Context: an optimization exercise on an open-source flow, tuned for small area. The choices shown serve that exercise and are no tape-out recipe.
The RTL was checked by simulation tests, not by an equivalence proof against the original design.
Power figures rest on the tool's default switching activity, not on a simulated workload.

==> flow/design.v <==
`timescale 1ns / 1ps
module BCD(clk,rst,DATA_IN,DATA_OUT);
input              clk;
input              rst;
input    [7 :0]    DATA_IN;
output   [11:0]    DATA_OUT;
  reg [11:0] DATA_OUT;
  wire[2:0]  c_in;
  wire[2:0]  c_out;
  reg [3:0]  dec_sreg0;
  reg [3:0]  dec_sreg1;
  reg [3:0]  dec_sreg2;
  wire[3:0]  next_sreg0,next_sreg1,next_sreg2;
  reg [3:0]  bit_cnt;
  reg [7:0]  bin_sreg;
wire load=~|bit_cnt;
wire convert_ready= (bit_cnt==4'h9);
wire convert_end= (bit_cnt==4'ha);
always @ (posedge clk or posedge rst)
begin
  if(rst) bit_cnt<=4'h0;
  else if(convert_end) bit_cnt<=4'h0;
  else bit_cnt<=bit_cnt+4'h1;
end
always @ (posedge clk or posedge rst)
begin
  if(rst) bin_sreg<=8'h00;
  else if(load) bin_sreg<=DATA_IN[7:0];
  else bin_sreg <={bin_sreg[6:0],1'b0};
end
assign c_in[0] =bin_sreg[7];
assign c_in[1] =(dec_sreg0>=5);
assign c_in[2] =(dec_sreg1>=5);
assign c_out[0]=c_in[1];
assign c_out[1]=c_in[2];
assign c_out[2]=(dec_sreg2>=5);
assign next_sreg0=c_out[0]? ({dec_sreg0[2:0],c_in[0]}+4'h6):({dec_sreg0[2:0],c_in[0]});
assign next_sreg1=c_out[1]? ({dec_sreg1[2:0],c_in[1]}+4'h6):({dec_sreg1[2:0],c_in[1]});
assign next_sreg2=c_out[2]? ({dec_sreg2[2:0],c_in[2]}+4'h6):({dec_sreg2[2:0],c_in[2]});
always @ (posedge clk or posedge rst)
begin
  if(rst)
    begin
      dec_sreg0<=4'h0;
      dec_sreg1<=4'h0;
      dec_sreg2<=4'h0;
    end
  else if(load)
    begin
      dec_sreg0<=4'h0;
      dec_sreg1<=4'h0;
      dec_sreg2<=4'h0;
    end
  else
    begin
      dec_sreg0<=next_sreg0;
      dec_sreg1<=next_sreg1;
      dec_sreg2<=next_sreg2;
    end
end
always @ (posedge clk or posedge rst)
begin
  if(rst)
      DATA_OUT<=12'h000;
  else if(convert_ready)
    begin
      DATA_OUT[3:0]<=dec_sreg0;
      DATA_OUT[7:4]<=dec_sreg1;
      DATA_OUT[11:8]<=dec_sreg2;
    end
end
endmodule
`timescale 1 ns / 1 ns
module btn_xd(i_clk, i_rst, i_btn, o_btn);
   parameter [18:0] n = 19'b1111010000100100000;
   input            i_clk;
   input            i_rst;
   input            i_btn;
   output           o_btn;
   reg              o_btn;
   reg [18:0]       count;
   always @(posedge i_clk or posedge i_rst)
      begin
         if (i_rst)
         begin
            count <= {19{1'b0}};
            o_btn <= 1'b0;
         end
         else if (i_btn == 1'b1)
         begin
            if (count == n)
               count <= count;
            else
               count <= count + 1;
            if (count == n - 1)
               o_btn <= 1'b1;
            else
               o_btn <= 1'b0;
         end
         else
            count <= {19{1'b0}};
      end
endmodule
`timescale 1ns / 1ps
module data_c(clk,rst,data_DS,data_Light,dataout,btn,flag);
input clk,rst,btn;
input [15:0] data_Light,data_DS;
output[15:0] dataout;
output flag;
reg flag;
reg [8:0] count;
reg [15:0] dataout;
always @(posedge clk or posedge rst) begin
	if (rst) begin
	flag <= 1'b1;
	end
	else if (btn) begin
	flag <= !flag;
	end
end
always @(posedge clk or posedge rst) begin
	if (rst) begin
	count <= 0;
	dataout <= 0;
	end
	else if (count[8] == 1'b1) begin
		if(flag)
		dataout <= data_DS;
		else begin
		dataout <= data_Light;
		end
	end
	else begin
	count <= count + 1'b1;
	end
end
endmodule
`timescale 1ns / 1ps
module ds18b20_drive(
  input         clk,                   
  input         rst,                  
  input         one_wire,              
  output        one_wire_pull,         
  output [15:0] temperature           
);
reg [5:0] cnt;                         
always @ (posedge clk or posedge rst)
  if (rst)
    cnt <= 0;
  else
    if (cnt == 49)
      cnt <= 0;
    else
      cnt <= cnt + 1'b1;
wire tick_1us = (cnt == 25);
reg [19:0] cnt_1us;                       
reg cnt_1us_clear;                        
always @ (posedge clk or posedge rst)
  if (rst)
    cnt_1us <= 0;
  else if (tick_1us)
  begin
    if (cnt_1us_clear)
      cnt_1us <= 0;
    else
      cnt_1us <= cnt_1us + 1'b1;
  end
parameter S00     = 5'h00;
parameter S0      = 5'h01;
parameter S1      = 5'h03;
parameter S2      = 5'h02;
parameter S3      = 5'h06;
parameter S4      = 5'h07;
parameter S5      = 5'h05;
parameter S6      = 5'h04;
parameter S7      = 5'h0C;
parameter WRITE0  = 5'h0D;
parameter WRITE1  = 5'h0F;
parameter WRITE00 = 5'h0E;
parameter WRITE01 = 5'h0A;
parameter READ0   = 5'h0B;
parameter READ1   = 5'h09;
parameter READ2   = 5'h08;
parameter READ3   = 5'h18;
reg [4:0] state;                       
reg one_wire_buf;                       
reg [15:0] temperature_buf;            
reg [5:0] step;                         
reg [3:0] bit_valid;                   
always @(posedge clk, posedge rst)
begin
  if (rst)
  begin
    one_wire_buf    <= 1'b1;
    step            <= 0;
    state           <= S00;
    cnt_1us_clear   <= 1;
    temperature_buf <= 0;
    bit_valid       <= 0;
  end
  else if (tick_1us)
  begin
    case (state)
      S00 : begin
              temperature_buf <= 16'h001F;
              state           <= S0;
            end
      S0 :  begin                       
              cnt_1us_clear <= 1;
              one_wire_buf  <= 0;
              state         <= S1;
            end
      S1 :  begin
              cnt_1us_clear <= 0;
              if (cnt_1us == 500)          
              begin
                cnt_1us_clear <= 1;
                one_wire_buf  <= 1'b1;  
                state         <= S2;
              end
            end
      S2 :  begin
              cnt_1us_clear <= 0;
              if (cnt_1us == 100)          
              begin
                cnt_1us_clear <= 1;
                state         <= S3;
              end
            end
      S3 :  if (~one_wire)               
              state <= S4;
            else if (one_wire)           
              state <= S0;
      S4 :  begin
              cnt_1us_clear <= 0;
              if (cnt_1us == 400)          
              begin
                cnt_1us_clear <= 1;
                state         <= S5;
              end
            end
      S5 :  begin                       
              if      (step == 0)        
              begin
                step  <= step + 1'b1;
                state <= WRITE0;
              end
              else if (step == 1)
              begin
                step  <= step + 1'b1;
                state <= WRITE0;
              end
              else if (step == 2)
              begin
                one_wire_buf <= 0;
                step         <= step + 1'b1;
                state        <= WRITE01;
              end
              else if (step == 3)
              begin
                one_wire_buf <= 0;
                step         <= step + 1'b1;
                state        <= WRITE01;
              end
              else if (step == 4)
              begin
                step  <= step + 1'b1;
                state <= WRITE0;
              end
              else if (step == 5)
              begin
                step  <= step + 1'b1;
                state <= WRITE0;
              end
              else if (step == 6)
              begin
                one_wire_buf <= 0;
                step         <= step + 1'b1;
                state        <= WRITE01;
              end
              else if (step == 7)
              begin
                one_wire_buf <= 0;
                step         <= step + 1'b1;
                state        <= WRITE01;
              end
              else if (step == 8)        
              begin
                step  <= step + 1'b1;
                state <= WRITE0;
              end
              else if (step == 9)
              begin
                step  <= step + 1'b1;
                state <= WRITE0;
              end
              else if (step == 10)
              begin
                one_wire_buf <= 0;
                step         <= step + 1'b1;
                state        <= WRITE01;
              end
              else if (step == 11)
              begin
                step  <= step + 1'b1;
                state <= WRITE0;
              end
              else if (step == 12)
              begin
                step  <= step + 1'b1;
                state <= WRITE0;
              end
              else if (step == 13)
              begin
                step  <= step + 1'b1;
                state <= WRITE0;
              end
              else if (step == 14)
              begin
                one_wire_buf <= 0;
                step         <= step + 1'b1;
                state        <= WRITE01;
              end
              else if (step == 15)
              begin
                step  <= step + 1'b1;
                state <= WRITE0;
              end
              else if (step == 16)
              begin
                one_wire_buf <= 1'b1;
                step         <= step + 1'b1;
                state        <= S6;
              end
              else if (step == 17)       
              begin
                step  <= step + 1'b1;
                state <= WRITE0;
              end
              else if (step == 18)
              begin
                step  <= step + 1'b1;
                state <= WRITE0;
              end
              else if (step == 19)
              begin
                one_wire_buf <= 0;
                step         <= step + 1'b1;
                state        <= WRITE01;
              end
              else if (step == 20)
              begin
                step  <= step + 1'b1;
                state <= WRITE01;
                one_wire_buf <= 0;
              end
              else if (step == 21)
              begin
                step  <= step + 1'b1;
                state <= WRITE0;
              end
              else if (step == 22)
              begin
                step  <= step + 1'b1;
                state <= WRITE0;
              end
              else if (step == 23)
              begin
                one_wire_buf <= 0;
                step         <= step + 1'b1;
                state        <= WRITE01;
              end
              else if (step == 24)
              begin
                one_wire_buf <= 0;
                step         <= step + 1'b1;
                state        <= WRITE01;
              end
              else if (step == 25)       
              begin
                step  <= step + 1'b1;
                state <= WRITE0;
              end
              else if (step == 26)
              begin
                one_wire_buf <= 0;
                step         <= step + 1'b1;
                state        <= WRITE01;
              end
              else if (step == 27)
              begin
                one_wire_buf <= 0;
                step         <= step + 1'b1;
                state        <= WRITE01;
              end
              else if (step == 28)
              begin
                one_wire_buf <= 0;
                step         <= step + 1'b1;
                state        <= WRITE01;
              end
              else if (step == 29)
              begin
                one_wire_buf <= 0;
                step         <= step + 1'b1;
                state        <= WRITE01;
              end
              else if (step == 30)
              begin
                one_wire_buf <= 0;
                step         <= step + 1'b1;
                state        <= WRITE01;
              end
              else if (step == 31)
              begin
                step  <= step + 1'b1;
                state <= WRITE0;
              end
              else if (step == 32)
              begin
                one_wire_buf <= 0;
                step         <= step + 1'b1;
                state        <= WRITE01;
              end
              else if (step == 33)
              begin
                step  <= step + 1'b1;
                state <= S7;
              end
            end
      S6 :  begin
              cnt_1us_clear <= 0;
              if (cnt_1us == 750000 | one_wire)      
              begin
                cnt_1us_clear <= 1;
                state         <= S0;     
              end
            end
      S7 :  begin                       
              if      (step == 34)
              begin
                bit_valid    <= 0;
                one_wire_buf <= 0;
                step         <= step + 1'b1;
                state        <= READ0;
              end
              else if (step == 35)
              begin
                bit_valid    <= bit_valid + 1'b1;
                one_wire_buf <= 0;
                step         <= step + 1'b1;
                state        <= READ0;
              end
              else if (step == 36)
              begin
                bit_valid    <= bit_valid + 1'b1;
                one_wire_buf <= 0;
                step         <= step + 1'b1;
                state        <= READ0;
              end
              else if (step == 37)
              begin
                bit_valid    <= bit_valid + 1'b1;
                one_wire_buf <= 0;
                step         <= step + 1'b1;
                state        <= READ0;
              end
              else if (step == 38)
              begin
                bit_valid    <= bit_valid + 1'b1;
                one_wire_buf <= 0;
                step         <= step + 1'b1;
                state        <= READ0;
              end
              else if (step == 39)
              begin
                bit_valid    <= bit_valid + 1'b1;
                one_wire_buf <= 0;
                step         <= step + 1'b1;
                state        <= READ0;
              end
              else if (step == 40)
              begin
                bit_valid    <= bit_valid + 1'b1;
                one_wire_buf <= 0;
                step         <= step + 1'b1;
                state        <= READ0;
              end
              else if (step == 41)
              begin
                bit_valid    <= bit_valid + 1'b1;
                one_wire_buf <= 0;
                step         <= step + 1'b1;
                state        <= READ0;
              end
              else if (step == 42)
              begin
                bit_valid    <= bit_valid + 1'b1;
                one_wire_buf <= 0;
                step         <= step + 1'b1;
                state        <= READ0;
              end
              else if (step == 43)
              begin
                bit_valid    <= bit_valid + 1'b1;
                one_wire_buf <= 0;
                step         <= step + 1'b1;
                state        <= READ0;
              end
              else if (step == 44)
              begin
                bit_valid    <= bit_valid + 1'b1;
                one_wire_buf <= 0;
                step         <= step + 1'b1;
                state        <= READ0;
              end
              else if (step == 45)
              begin
                bit_valid    <= bit_valid + 1'b1;
                one_wire_buf <= 0;
                step         <= step + 1'b1;
                state        <= READ0;
              end
              else if (step == 46)
              begin
                bit_valid    <= bit_valid + 1'b1;
                one_wire_buf <= 0;
                step         <= step + 1'b1;
                state        <= READ0;
              end
              else if (step == 47)
              begin
                bit_valid    <= bit_valid + 1'b1;
                one_wire_buf <= 0;
                step         <= step + 1'b1;
                state        <= READ0;
              end
              else if (step == 48)
              begin
                bit_valid    <= bit_valid + 1'b1;
                one_wire_buf <= 0;
                step         <= step + 1'b1;
                state        <= READ0;
              end
              else if (step == 49)
              begin
                bit_valid    <= bit_valid + 1'b1;
                one_wire_buf <= 0;
                step         <= step + 1'b1;
                state        <= READ0;
              end
              else if (step == 50)
              begin
                step  <= 0;
                state <= S0;
              end
            end
      WRITE0 :
            begin
              cnt_1us_clear <= 0;
              one_wire_buf  <= 0;        
              if (cnt_1us == 80)         
              begin
                cnt_1us_clear <= 1;
                one_wire_buf  <= 1'b1;  
                state         <= WRITE00;
              end
            end
      WRITE00 :                         
              state <= S5;
      WRITE01 :                         
              state <= WRITE1;
      WRITE1 :
            begin
              cnt_1us_clear <= 0;
              one_wire_buf  <= 1'b1;     
              if (cnt_1us == 80)         
              begin
                cnt_1us_clear <= 1;
                state         <= S5;
              end
            end
      READ0 : state <= READ1;           
      READ1 :
            begin
              cnt_1us_clear <= 0;
              one_wire_buf  <= 1'b1;    
              if (cnt_1us == 10)         
              begin
                cnt_1us_clear <= 1;
                state         <= READ2;
              end
            end
      READ2 :                           
            begin
              temperature_buf[bit_valid] <= one_wire;
              state                      <= READ3;
            end
      READ3 :
            begin
              cnt_1us_clear <= 0;
              if (cnt_1us == 55)         
              begin
                cnt_1us_clear <= 1;
                state         <= S7;
              end
            end
      default : state <= S00;
    endcase
  end
end
assign one_wire_pull = ~one_wire_buf;   
reg [15:4] reg_temperature;
assign temperature[3 : 0] = (temperature_buf[3:0] * 10) >> 4;
assign temperature[15: 4] =  reg_temperature[15:4] ;
  wire[2:0] c_in;
  wire[2:0] c_out;
  reg [3:0] dec_sreg0;
  reg [3:0] dec_sreg1;
  reg [3:0] dec_sreg2;
  wire[3:0] next_sreg0,next_sreg1,next_sreg2;
  reg [3:0] bit_cnt;
  reg [7:0] bin_sreg;
wire load=~|bit_cnt;
wire convert_ready= (bit_cnt==4'h9);
wire convert_end= (bit_cnt==4'ha);
always @ (posedge clk or posedge rst)
begin
  if(rst) bit_cnt<=4'h0;
  else if(convert_end) bit_cnt<=4'h0;
  else bit_cnt<=bit_cnt+4'h1;
end
always @ (posedge clk or posedge rst)
begin
  if(rst) bin_sreg<=8'h00;
  else if(load) bin_sreg<=temperature_buf[11:4];
  else bin_sreg <={bin_sreg[6:0],1'b0};
end
assign c_in[0] =bin_sreg[7];
assign c_in[1] =(dec_sreg0>=5);
assign c_in[2] =(dec_sreg1>=5);
assign c_out[0]=c_in[1];
assign c_out[1]=c_in[2];
assign c_out[2]=(dec_sreg2>=5);
assign next_sreg0=c_out[0]? ({dec_sreg0[2:0],c_in[0]}+4'h6):({dec_sreg0[2:0],c_in[0]});
assign next_sreg1=c_out[1]? ({dec_sreg1[2:0],c_in[1]}+4'h6):({dec_sreg1[2:0],c_in[1]});
assign next_sreg2=c_out[2]? ({dec_sreg2[2:0],c_in[2]}+4'h6):({dec_sreg2[2:0],c_in[2]});
always @ (posedge clk or posedge rst)
begin
  if(rst)
    begin
      dec_sreg0<=4'h0;
      dec_sreg1<=4'h0;
      dec_sreg2<=4'h0;
    end
  else if(load)
    begin
      dec_sreg0<=4'h0;
      dec_sreg1<=4'h0;
      dec_sreg2<=4'h0;
    end
  else
    begin
      dec_sreg0<=next_sreg0;
      dec_sreg1<=next_sreg1;
      dec_sreg2<=next_sreg2;
    end
end
always @ (posedge clk or posedge rst)
begin
  if(rst)
      reg_temperature<=12'h000;
  else if(convert_ready)
    begin
      reg_temperature[7:4]<=dec_sreg0;
      reg_temperature[11:8]<=dec_sreg1;
      reg_temperature[15:12]<=dec_sreg2;
    end
end
endmodule
`timescale 1ns / 1ps
module seg_drive(
  input         i_clk,
  input         i_rst,
  input  [3:0]  i_turn_off,              
  input  [3:0]  i_dp,                    
  input  [15:0] i_data,                  
  output [7:0]  o_seg,                  
  output [3:0]  o_sel                   
);
reg [10:0] cnt;
always @ (posedge i_clk or posedge i_rst)
  if (i_rst)
    cnt <= 0;
  else cnt <= cnt + 1'b1;
wire seg7_clk_rise = (cnt == 11'h3FF);
reg [2:0]  seg7_addr;                    
always @ (posedge i_clk or posedge i_rst)
  if (i_rst)
    seg7_addr <= 0;
  else if (seg7_clk_rise)
    seg7_addr <= seg7_addr + 1'b1;
reg [3:0] o_sel_r;                      
always @ (seg7_addr)
	begin
        o_sel_r = 4'b1111;
  case (seg7_addr)
    0 : o_sel_r = 4'b1110;
    1 : o_sel_r = 4'b1101;
    2 : o_sel_r = 4'b1011;
    3 : o_sel_r = 4'b0111;
  endcase
  end
reg turn_off_r;                         
always @ (seg7_addr or i_turn_off)
begin
        turn_off_r = 1'b0;
  case (seg7_addr)
    0 : turn_off_r = i_turn_off[0];
    1 : turn_off_r = i_turn_off[1];
    2 : turn_off_r = i_turn_off[2];
    3 : turn_off_r = i_turn_off[3];
  endcase
end
reg dp_r;                               
always @ (seg7_addr or i_dp)
  begin
        dp_r = 1'b0;
  case (seg7_addr)
    0 : dp_r = i_dp[0];
    1 : dp_r = i_dp[1];
    2 : dp_r = i_dp[2];
    3 : dp_r = i_dp[3];
  endcase
  end
reg [3:0] seg_data_r;                   
always @ (seg7_addr or i_data)
  begin
        seg_data_r = 4'b0000;
  case (seg7_addr)
    0 : seg_data_r = i_data[3:0];
    1 : seg_data_r = i_data[7:4];
    2 : seg_data_r = i_data[11:8];
    3 : seg_data_r = i_data[15:12];
  endcase
  end
reg [7:0] o_seg_r;                      
always @ (posedge i_clk or posedge i_rst)
  if (i_rst)
    o_seg_r <= 8'hFF;                   
  else
    if(turn_off_r)                      
      o_seg_r <= 8'hFF;
    else
      if(!dp_r)
      begin
        case(seg_data_r)                
          4'h0 : o_seg_r <= 8'hC0;
          4'h1 : o_seg_r <= 8'hF9;
          4'h2 : o_seg_r <= 8'hA4;
          4'h3 : o_seg_r <= 8'hB0;
          4'h4 : o_seg_r <= 8'h99;
          4'h5 : o_seg_r <= 8'h92;
          4'h6 : o_seg_r <= 8'h82;
          4'h7 : o_seg_r <= 8'hF8;
          4'h8 : o_seg_r <= 8'h80;
          4'h9 : o_seg_r <= 8'h90;
          4'hA : o_seg_r <= 8'hFE;
          4'hB : o_seg_r <= 8'hFD;
          4'hC : o_seg_r <= 8'hFB;
          4'hD : o_seg_r <= 8'hF7;
          4'hE : o_seg_r <= 8'hEF;
          4'hF : o_seg_r <= 8'hDF;
        endcase
      end
      else
      begin
        case(seg_data_r)                
          4'h0 : o_seg_r <= 8'hC0 ^ 8'h80;
          4'h1 : o_seg_r <= 8'hF9 ^ 8'h80;
          4'h2 : o_seg_r <= 8'hA4 ^ 8'h80;
          4'h3 : o_seg_r <= 8'hB0 ^ 8'h80;
          4'h4 : o_seg_r <= 8'h99 ^ 8'h80;
          4'h5 : o_seg_r <= 8'h92 ^ 8'h80;
          4'h6 : o_seg_r <= 8'h82 ^ 8'h80;
          4'h7 : o_seg_r <= 8'hF8 ^ 8'h80;
          4'h8 : o_seg_r <= 8'h80 ^ 8'h80;
          4'h9 : o_seg_r <= 8'h90 ^ 8'h80;
          4'hA : o_seg_r <= 8'hFE ^ 8'h80;
          4'hB : o_seg_r <= 8'hFD ^ 8'h80;
          4'hC : o_seg_r <= 8'hFB ^ 8'h80;
          4'hD : o_seg_r <= 8'hF7 ^ 8'h80;
          4'hE : o_seg_r <= 8'hEF ^ 8'h80;
          4'hF : o_seg_r <= 8'hDF ^ 8'h80;
        endcase
      end
assign o_sel = o_sel_r;                 
assign o_seg = o_seg_r;                 
endmodule
module tlc549_drive(clk,cs,sdate,clk_ad,reset,dateout);
input          clk,reset,sdate;
output         cs,clk_ad;
output  [7:0]  dateout;
reg            cs,clk_ad_r,clk_r;
reg     [7:0]  dateout, dateout_r;
reg     [7:0]  count;
reg     [2:0]  temp;
reg     [3:0]  cnt;
reg     [2:0]  c_st;
reg            mark;
reg            flag;
parameter [2:0]s0=0,s1=1,s2=2;
wire clk_r_rise  = ~(count<119) & ~clk_r;
wire clk_ad_rise = ~clk_ad_r & ~clk_r;
always@(posedge clk or negedge reset)
begin
    if(!reset) begin
        count<=0;
        clk_r<=0;
    end
    else if(count<119)
        count<=count+1;
    else begin
        clk_r<=~clk_r;
        count<=0;
    end
end
always@(posedge clk or negedge reset)
begin
    if(!reset)
        clk_ad_r<=1;
    else
        clk_ad_r<=~clk_r;
end
assign clk_ad=clk_ad_r;
always@(posedge clk or negedge reset)
begin
    if(!reset) begin
        c_st<=s0;
        cs<=1;
        mark<=0;
        temp<=0;
    end
    else if(clk_r_rise)
        case(c_st)
            s0:
            begin
                cs<=1;
                mark<=0;
                if(temp==3)
                begin
                    temp<=0;
                    c_st<=s1;
                end
                else begin
                    temp<=temp+1;
                    c_st<=s0;
                end
            end
            s1:
            begin
                cs<=0;
                mark<=1;
                c_st<=s2;
            end
            s2:
            begin
                cs<=0;
                mark<=1;
                if(flag==1)
                    c_st<=s0;
                else
                    c_st<=s2;
            end
            default:c_st<=s0;
        endcase
end
always@(posedge clk or negedge reset)
begin
    if(!reset) begin
        cnt<=0;
        flag<=0;
    end
    else if(clk_ad_rise & mark==1)
    if(cnt==8)
        begin
            cnt<=0;
            flag<=1;
        end
   else
        begin
            cnt<=cnt+1;
            flag<=0;
        end
end
always@(posedge clk or negedge reset)
begin
    if(!reset) begin
        dateout<=0;
        dateout_r<=0;
    end
    else if(clk_ad_rise & mark==1)
    if(flag==1)
        dateout<=dateout_r;
    else
        dateout_r<={dateout_r[6:0],sdate};
end
endmodule
`timescale 1ns / 1ps
module ds18b20_light(clk,rst,ds18b20_in,ds18b20_pull,the_btn,SEG7_SEG,SEG7_SEL,ADC549_DATA,ADC549_CLK,ADC549_CS_N,led);
input  clk,rst,the_btn,ADC549_DATA;
input  ds18b20_in;      
output ds18b20_pull;    
output ADC549_CLK,ADC549_CS_N;
output [7:0] led;
output [7:0] SEG7_SEG;
output [3:0] SEG7_SEL;
wire [15:0] t_buf_inside;
reg [7:0] led;
ds18b20_drive ds18b20_0(
	.clk(clk),
	.rst(rst),
	.one_wire(ds18b20_in),
	.one_wire_pull(ds18b20_pull),
	.temperature(t_buf_inside));
wire   [7 :0] ad_data;
wire   [15:0] segdata;
wire   [11:0] wire_bcd;
wire   [7 :0] change;
assign change = 8'b11111111-ad_data;
assign segdata = {4'b0000,wire_bcd};
tlc549_drive tlc549(
    .clk              (clk),
    .reset            (~rst),
    .dateout          (ad_data),
    .cs               (ADC549_CS_N),
    .clk_ad           (ADC549_CLK),
    .sdate            (ADC549_DATA));
BCD bcd(
    .clk              (clk),
    .rst              (rst),
    .DATA_IN          (change),
    .DATA_OUT         (wire_bcd));
wire xd_btn;
btn_xd btn_xd(
	.i_clk(clk),
	.i_rst(rst),
	.i_btn(the_btn),
	.o_btn(xd_btn));
wire [15:0] data_display;
wire flag;
data_c data(
	.clk(clk),
	.rst(rst),
	.flag(flag),
	.data_DS(t_buf_inside),
	.data_Light(segdata),
	.dataout(data_display),
	.btn(xd_btn));
wire [3:0] dp_in,turn_off_in;
assign dp_in = flag?(4'b0010):(4'b0000) ;
assign turn_off_in =4'b0000;
seg_drive seg(
  .i_clk            (clk),
  .i_rst            (rst),
  .i_turn_off       (turn_off_in),
  .i_dp             (dp_in),
  .i_data           (data_display),
  .o_seg            (SEG7_SEG),
  .o_sel            (SEG7_SEL)
);
always @(*) begin
	led = 0;
	if (rst) begin
	led = 0;
	end
	else if (change>8'b11011111) begin led[7:0] = 8'b11111111; end
	else if (change>8'b10111111) begin led[6:0] = 7'b1111111; end
	else if (change>8'b10011111) begin led[5:0] = 6'b111111; end
	else if (change>8'b01111111) begin led[4:0] = 5'b11111; end
	else if (change>8'b01011111) begin led[3:0] = 4'b1111; end
	else if (change>8'b00111111) begin led[2:0] = 3'b111; end
	else if (change>8'b00011111) begin led[1:0] = 2'b11; end
	else if (change>8'b00000010) begin led[0:0] = 1'b1; end
	else led = 1'b0;
end
endmodule
==> flow/run.sh <==
#!/bin/bash
# synth_recipe.tcl (not shown) runs the flow's synth.tcl, then flattens the netlist and writes it again
# the make line also repeats each setting of config.mk as NAME=value (left out here)
make -C /OpenROAD-flow-scripts/flow DESIGN_CONFIG=/design/flow/config.mk WORK_HOME=/design/flow/orfs CLKGATE_MAP_FILE= SYNTH_SCRIPT=/design/flow/synth_recipe.tcl finish
==> flow/config.mk <==
export PLATFORM = sky130hd
export DESIGN_NAME = ds18b20_light
export DESIGN_NICKNAME = ds18b20_light
export VERILOG_FILES = /design/flow/design.v
export SDC_FILE = /design/flow/constraint.sdc
export NUM_CORES = 4
export LEC_CHECK = 0
export CAP_MARGIN = 20
export CORE_MARGIN = 2
export CORE_UTILIZATION = 40
export SLEW_MARGIN = 20
==> flow/constraint.sdc <==
create_clock -name core_clock -period 20.0 [get_ports {clk}]
set_input_delay 4.0000 -clock core_clock [delete_from_list [all_inputs] [get_ports {clk}]]
set_output_delay 4.0000 -clock core_clock [all_outputs]
set_load 0.01 [all_outputs]
==> run summary <==
## layout make-up
class | instances | share of cell area, %
Sequential cell | 233 | 42.33
Timing Repair Buffer | 33 | 2.310
Clock inverter | 7 | 0.5435
Multi-Input combinational cell | 910 | 44.00
Inverter | 56 | 1.576
Clock buffer | 39 | 5.652
Tap cell | 396 | 3.587
## stage by stage
stage / total power [mW] / instance area [µm²] / hold slack, ns
detailed placement: 0.5696 / 12950 / 0.4419
CTS: 1.046 / 13810 / 0.4491
floorplan: 0.5500 / 12330 / 0.4033
finish: 1.030 / 13810 / 0.4476
global route: 1.078 / 13810 / 0.4706
global placement: 0.5668 / 12950 / 0.4338
## worst reg2reg max path, delay by kind of cell (launching register included)
kind,cells,cell delay (ns)
buf+inv,1,0.11
fa+ha+maj,1,0.58
mux,1,0.23
simple gates,1,0.17
flops,1,0.46
compound gates,4,1.59
## state kept, by name, summed over array words and instances, names as in the netlist, 9 cells and up
name and flops:
ds18b20_0.reg_temperature 12, ds18b20_0.temperature_buf 12, bcd.DATA_OUT 12, seg.cnt 11, ds18b20_0.cnt_1us 20, data.dataout 16
btn_xd.count 19, data.count 9
## metal layers
layer,global-route usage [%],share of wire (%),up-vias
met5,0,0,-
met4,3.252,1.8,0
met3,2.127,3.6,33
met2,24.17,46,149
met1,21.73,49,4341
li1,-,-,4449
## placed cells by master, fill, tap and decap left out, types with 6 or more instances in the layout
| cell type | n |
|---|---|
| o21ai_0 | 68 |
| a211oi_1 | 11 |
| nor3_1 | 24 |
| nor2_1 | 122 |
| o31ai_1 | 11 |
| clkbuf_1 | 6 |
| nand3b_1 | 7 |
| or3_1 | 17 |
| nand2_1 | 98 |
| xor2_1 | 26 |
| ha_1 | 52 |
| nand4_1 | 15 |
| nor4_1 | 12 |
| a21oi_1 | 77 |
| clkdlybuf4s50_1 | 27 |
| clkbuf_16 | 27 |
| dfrtp_1 | 220 |
| nor2b_1 | 13 |
| and2_1 | 28 |
| inv_1 | 55 |
| nor3b_1 | 6 |
| a21boi_0 | 8 |
| a31oi_1 | 8 |
| o211ai_1 | 6 |
| clkbuf_8 | 6 |
| nand2b_1 | 23 |
| a21o_1 | 8 |
| mux2i_1 | 13 |
| mux2_2 | 54 |
| dfstp_2 | 13 |
| nand3_1 | 47 |
| xnor2_1 | 38 |
| and3_1 | 14 |
## path summary, 6_finish.rpt
kind / start / cells past startpoint / to
setup / recovery: rst / 4 / led[0]
hold reg to reg: btn_xd.o_btn / 1 / data.flag
min in group asynchronous: rst / 2 / tlc549.dateout[7]
max in group asynchronous: rst / 4 / btn_xd.count[2]
setup reg to reg: ds18b20_0.step[0] / 8 / ds18b20_0.step[3]
hold / removal: btn_xd.o_btn / 1 / data.flag
## power by group
group / total, mW / internal, mW / switching [mW] / leakage (nW)
clock: 0.470 / 0.282 / 0.188 / 0.415
combinational: 0.0573 / 0.0252 / 0.0321 / 2.52
sequential: 0.503 / 0.489 / 0.0135 / 3.02
## cells by family after synthesis
| group | Yosys count |
|---|---|
| muxes | 71 |
| adders and majority gates | 53 |
| buffers and inverters | 107 |
| DFF | 233 |
| other | 1 |
| AOI/OAI and AO/OA | 262 |
| xor gates and xnor gates | 64 |
| and+or+nand+nor | 459 |
==> reports/summary.txt <==
multi-input gate area in the final layout: 0.006078 mm²
clock transition time at the flip-flop clock pins of the worst setup and hold paths: 0.06 ns
Sinks on Clock Net: 233
TritonCTS clock tree: done
#FFs+latches synth: 233
max-cap violation count: 0
Synth top area share: 44.63%
CTS root buf: clkbuf_16
compound-gate portion of the synthesized area: 13.61%
count of TritonRoute iterations in the first routing pass: 5
total negative slack: 0 ns
top_reg_cell synth: dfrtp_1
final critical path time including I/O delays and setup: 9.848 ns
Mapped Nets: 1308
Nets: 1318
worst ir drop on vdd: 0.00005403 V
post-synthesis average cell area: 9.867 µm²
footprint of the flip-flops and latches: 0.005847 mm²
standard cell core area: 0.03051 mm²
dominant combinational cell family by area after synthesis: simple AND/OR/NAND/NOR gates
required arrival time at the worst endpoint: 16.00 ns
final-report hold violation count: 0
worst setup slack after layout: 10.15 ns
half-perimeter wire length of the detailed placement result: 16.03 mm
DR iter-0 viols: 621
area share of and/or/nand/nor cells after synthesis: 19.25%
RSZ-0062 raised after global routing: no
number of flops mapped to enable cells by yosys: 0
Final Skew: 0.01237 ns
nature of the critical path startpoint: input pin
Hold Crit Class: reg2reg
flop-to-flop setup slack: 16.76 ns
cell family contributing the most delay on the critical path: buffers and inverters
largest fanout on the critical path: 90
post-CTS sizing: 0
unique cell type count in the Yosys netlist: 78
worst slew slack as a fraction of its limit: 29.64%
area share of xor/xnor cells in the synthesized design: 4.545%
vias in the first global route: 8678
aggregate global routing overflow: 0
Area growth, synth to finish: 11.99%
largest net degree at the start of global routing: 91
Total GRT Usage: 15.06%
area of the die: 0.03226 mm²
WL per Instance: 14.23 µm
diode insertion count for antenna repair: 0
final worst-path cycle share: 49.24%
Fmax: 0.1015 GHz
fraction of final layout cells sized beyond drive strength 1: 10.88%
sequential element share of the synthesized area: 47.40%
status: finished clean
Core Util, Final: 45.28%
Max stage delay cell, worst path: clkdlybuf4s50_1
DR DRC count: 0
number of antenna violations at the first check in global routing: 0
max-slew violations: 0
final antenna-violating net count: 0
warnings from Yosys: 7
clock latency on the worst-skew pair: 0.52 ns
routed vias: 8972
detail-routed via count per cell: 5.360
Post-Synthesis Cell Area: 0.01233 mm²
filler instances: 2870
cell repeated most along the worst path: clkdlybuf4s50_1
final setup violation count: 0
maximum root-to-sink buffer count: 3
cell row count: 64
fraction of synthesis flops using an asynchronous set or reset pin: 100.0%
Placer Congestion: 0.8526
dominant cell type by area after synthesis: dfrtp_1
instance count of the mapped netlist: 1250
global-route wire length before repair: 42.28 mm
buffers added on ports: 27
Die Height: 179.6 µm
total instance count after detailed placement: 1628
Top Ports: 28
Max H-tree Level: 1
worst path buffer plus inverter count: 3
share of synthesized cell area in full adder, half adder and majority cells: 5.437%
leakage power total: 5.955 nW
Crit Path Class: in2out
cell chain of the critical path: clkdlybuf4s50_1 -> inv_8 -> a21o_1 -> clkdlybuf4s50_1
most instantiated library cell after synthesis: dfrtp_1
largest stage delay on the critical path: 0.60 ns
number of buffers inserted for hold repair after clock tree synthesis: 0
most common library cells after synthesis: 220 x dfrtp_1, 122 x nor2_1, 98 x nand2_1
power per unit of standard cell area: 74.58 mW/mm²
biggest area contributors in the synthesized netlist: dfrtp_1 45%, ha_1 5.3%, mux2_2 4.9%
post-CTS repair timing setup buffer count: 0
kind of end point of the critical path: primary output
setup slack after placement: 10.07 ns
arrival time reported for the critical path endpoint: 5.85 ns
TritonCTS Buffers: 26
slew at the pin with the worst max-slew slack: 1.052 ns
non-filler cells, final: 1674
WL final: 23.82 mm
multiplexer share of the synthesized area: 6.350%
Initial Util: 40.43%
horizontal extent of the die: 179.6 µm

[static timing again, ports no longer ideal]
The results above use ideal ports. As a check the final layout listed here was re-extracted and re-timed, cells and wires unchanged. Step 1 (the two cells are an assumption about what drives the block):
set clk [get_ports {clk}]
set_driving_cell -lib_cell sky130_fd_sc_hd__clkbuf_16 $clk
set_driving_cell -lib_cell sky130_fd_sc_hd__buf_2 [delete_from_list [all_inputs] $clk]
Step 2 adds t to the input delays and takes it off the output delays; t is the mean of the earliest and latest rising clock arrival at the registers after step 1. Input paths then give back, and output paths get back, about the clock's delay inside the block. Slacks: ideal ports / drivers / drivers and shift; pairs: ideal ports / drivers.
t (ns): 0.561
slack for setup (ns): 10.152 / 10.124 / 10.124
worst setup path after step 2: input to output
clock arrival spread, ns: 0.013 / 0.013
worst data-port slew with drivers (ns): 0.04
After both steps setup and hold are still met in this run. For this run, drivers alone change the setup slack by -0.028 ns; drivers and shift together by -0.028 ns.
